From an optimization exercise on the open Yosys and OpenROAD flow, aimed at small area and a short achievable clock period; shortcuts taken in it are not production practice. Only simulation tests tie the RTL to the original design; equivalence was not proved.

Design MAC_25, start of the top module:
module MAC_25(
    input         sys_clk,
    input         sys_en,
    input         rst_n,
    input  [7:0]  data_in_a,
    input         sign_data_in_a,
    input  [7:0]  data_in_b,
    output [15:0] mul_output,
    output [24:0] mac_output
);
For scale: about 460 cells after synthesis.
==> flow/config.mk <==
export PLATFORM = sky130hd
export DESIGN_NAME = MAC_25
export DESIGN_NICKNAME = MAC_25
export VERILOG_FILES = /design/flow/design.v
export SDC_FILE = /design/flow/constraint.sdc
export NUM_CORES = 4
export LEC_CHECK = 0
export ABC_AREA = 1
export CAP_MARGIN = 20
export CORE_MARGIN = 2
export CORE_UTILIZATION = 40
export SETUP_SLACK_MARGIN = 2.0
export SLEW_MARGIN = 20
==> flow/constraint.sdc <==
create_clock -name core_clock -period 12.0 [get_ports {sys_clk}]
set_input_delay 2.4000 -clock core_clock [delete_from_list [all_inputs] [get_ports {sys_clk}]]
set_output_delay 2.4000 -clock core_clock [all_outputs]
set_load 0.01 [all_outputs]
standard.sh (not shown) runs the stock make flow with config.mk's settings and CLKGATE_MAP_FILE= SYNTH_SCRIPT=/design/flow/synth_recipe.tcl, a recipe that flattens the netlist after the stock synthesis.
==> flow/flow/run.sh <==
#!/bin/bash
set -euo pipefail
sed 's/yosys synth -nofsm -noshare/yosys synth -nofsm -noshare -noabc/' synth_recipe.tcl > my_synth.tcl
bash standard.sh "SYNTH_SCRIPT=$PWD/my_synth.tcl" "BUFFER_PORTS_ARGS=-buffer_cell sky130_fd_sc_hd__buf_1" finish > standard.log 2>&1
Change:
- ABC_AREA: 1 -> not set
- SETUP_SLACK_MARGIN: 2.0 -> 3
Via count shrinks by about a fifth.
Register-to-register slack degrades by 0.99 ns.
Final area increases by a few percent.
Change:
- CTS_BUF_LIST: not set -> sky130_fd_sc_hd__clkbuf_8
- CTS_CLUSTER_DIAMETER: not set -> 200
- CTS_CLUSTER_SIZE: not set -> 30
- SETUP_SLACK_MARGIN: 3 -> 2.5
The new run passed the timing, design-rule and antenna checks. Worst setup slack loses 0.40 ns. Fmax shrinks by 4.3%. Synthesized area is unchanged. Routed wire length shrinks by 4.4%. Hold slack improves by 0.0049 ns. Die area does not change. Synthesized cell count is unchanged. Global-route usage shrinks by 0.32 points. Design area drops by 6.5%. Register-to-register slack is worse by 0.13 ns.
Change:
- ABC_AREA: not set -> 1
- CTS_BUF_LIST: sky130_fd_sc_hd__clkbuf_8 -> not set
- CTS_CLUSTER_DIAMETER: 200 -> not set
- CTS_CLUSTER_SIZE: 30 -> not set
Effect: The new run went through all stages and came out clean. Count of clock-buffer cells in the layout stays the same. Core utilization goes down by 0.89 points. Wire length came out higher by 12%. Critical path depth rose by 2. Die area is higher by 4.5%. Cell area is higher by 3.6%. Register-to-register slack improves by 1.1 ns. Setup slack gains 0.21 ns. Via count grows by about 25%.

========
MAC_25 again, from the RTL that the note above started with.
Settings: LEC_CHECK=0, CAP_MARGIN=20, CORE_MARGIN=2, CORE_UTILIZATION=40, CTS_BUF_LIST=sky130_fd_sc_hd__clkbuf_8, SETUP_SLACK_MARGIN=2.5, SLEW_MARGIN=20; clock period 12.0 ns.
Scripts as last shown in full above: flow/flow/run.sh
Edit:
==> flow/flow/run.sh (replaced) <==
#!/bin/bash
set -euo pipefail
bash standard.sh "BUFFER_PORTS_ARGS=-buffer_cell sky130_fd_sc_hd__buf_1" finish > standard.log 2>&1
- CTS_BUF_LIST: sky130_fd_sc_hd__clkbuf_8 -> default
- SETUP_SLACK_MARGIN: 2.5 -> 3
- SYNTH_HIERARCHICAL: default -> 1
- SYNTH_MINIMUM_KEEP_SIZE: default -> 0
Outcome: The changed run ran to the end with no violations; design area goes up by 21%; setup slack gains 0.35 ns; wire length rises by 32%; utilization is lower by 5.6 points; clock-buffer cell count does not change; hold slack gets worse by 0.0056 ns; sequential share of layout area shrinks by 2.9 points.
Edit:
==> flow/flow/run.sh (replaced) <==
#!/bin/bash
set -euo pipefail
sed 's/yosys synth -nofsm -noshare/yosys synth -nofsm -noshare -noabc/' synth_recipe.tcl > my_synth.tcl
bash standard.sh "SYNTH_SCRIPT=$PWD/my_synth.tcl" "BUFFER_PORTS_ARGS=-buffer_cell sky130_fd_sc_hd__buf_1" finish > standard.log 2>&1
- SETUP_SLACK_MARGIN: 3 -> 1.5
- SYNTH_HIERARCHICAL: 1 -> default
- SYNTH_MINIMUM_KEEP_SIZE: 0 -> default
Count of clock-buffer cells in the layout came out higher by 1.
Via count came out lower by 21%.
Synthesized area decreases by 26%.
Worst setup slack degrades by 0.63 ns.

static timing again, ports no longer ideal:
In the flow no input, the clock included, has a driving cell. The finished layouts below were timed again as built, in two steps. Step 1: set_driving_cell puts a clkbuf_16 on sys_clk and a buf_2 on each other input, an assumption about the parent block. Step 2 adds t to the input delays and takes it off the output delays; t is the mean of the earliest and latest rising clock arrival at the registers after step 1. Input paths then give back, and output paths get back, about the clock's delay inside the block. Slacks: ideal / step 1 / step 2; pairs: ideal / step 1.
run | t (ns) | setup WS [ns] | hold slack, ns | slew at the worst register clock pin (ns)
the first run of note 1 | 0.294 | 2.671 / 2.650 / 2.650 | 0.512 / 0.512 / 0.512 | 0.10 / 0.10
the second run of note 1 | 0.292 | 3.150 / 3.110 / 3.040 | 0.471 / 0.471 / 0.471 | 0.08 / 0.08
the third run of note 1 | 0.295 | 2.755 / 2.729 / 2.622 | 0.476 / 0.476 / 0.476 | 0.09 / 0.09
the fourth run of note 1 | 0.294 | 2.965 / 2.944 / 2.944 | 0.512 / 0.512 / 0.512 | 0.10 / 0.10
the first run of note 2 | 0.295 | 2.755 / 2.729 / 2.622 | 0.476 / 0.476 / 0.476 | 0.09 / 0.09
the second run of note 2 | 0.291 | 3.110 / 3.064 / 3.064 | 0.470 / 0.470 / 0.470 | 0.07 / 0.07
the third run of note 2 | 0.295 | 2.483 / 2.455 / 2.328 | 0.476 / 0.476 / 0.476 | 0.09 / 0.09
After both steps every run listed still meets setup and hold. The setup slack of the third run of note 2, which loses most, moves by -0.028 ns with the drivers and by -0.155 ns with both steps.
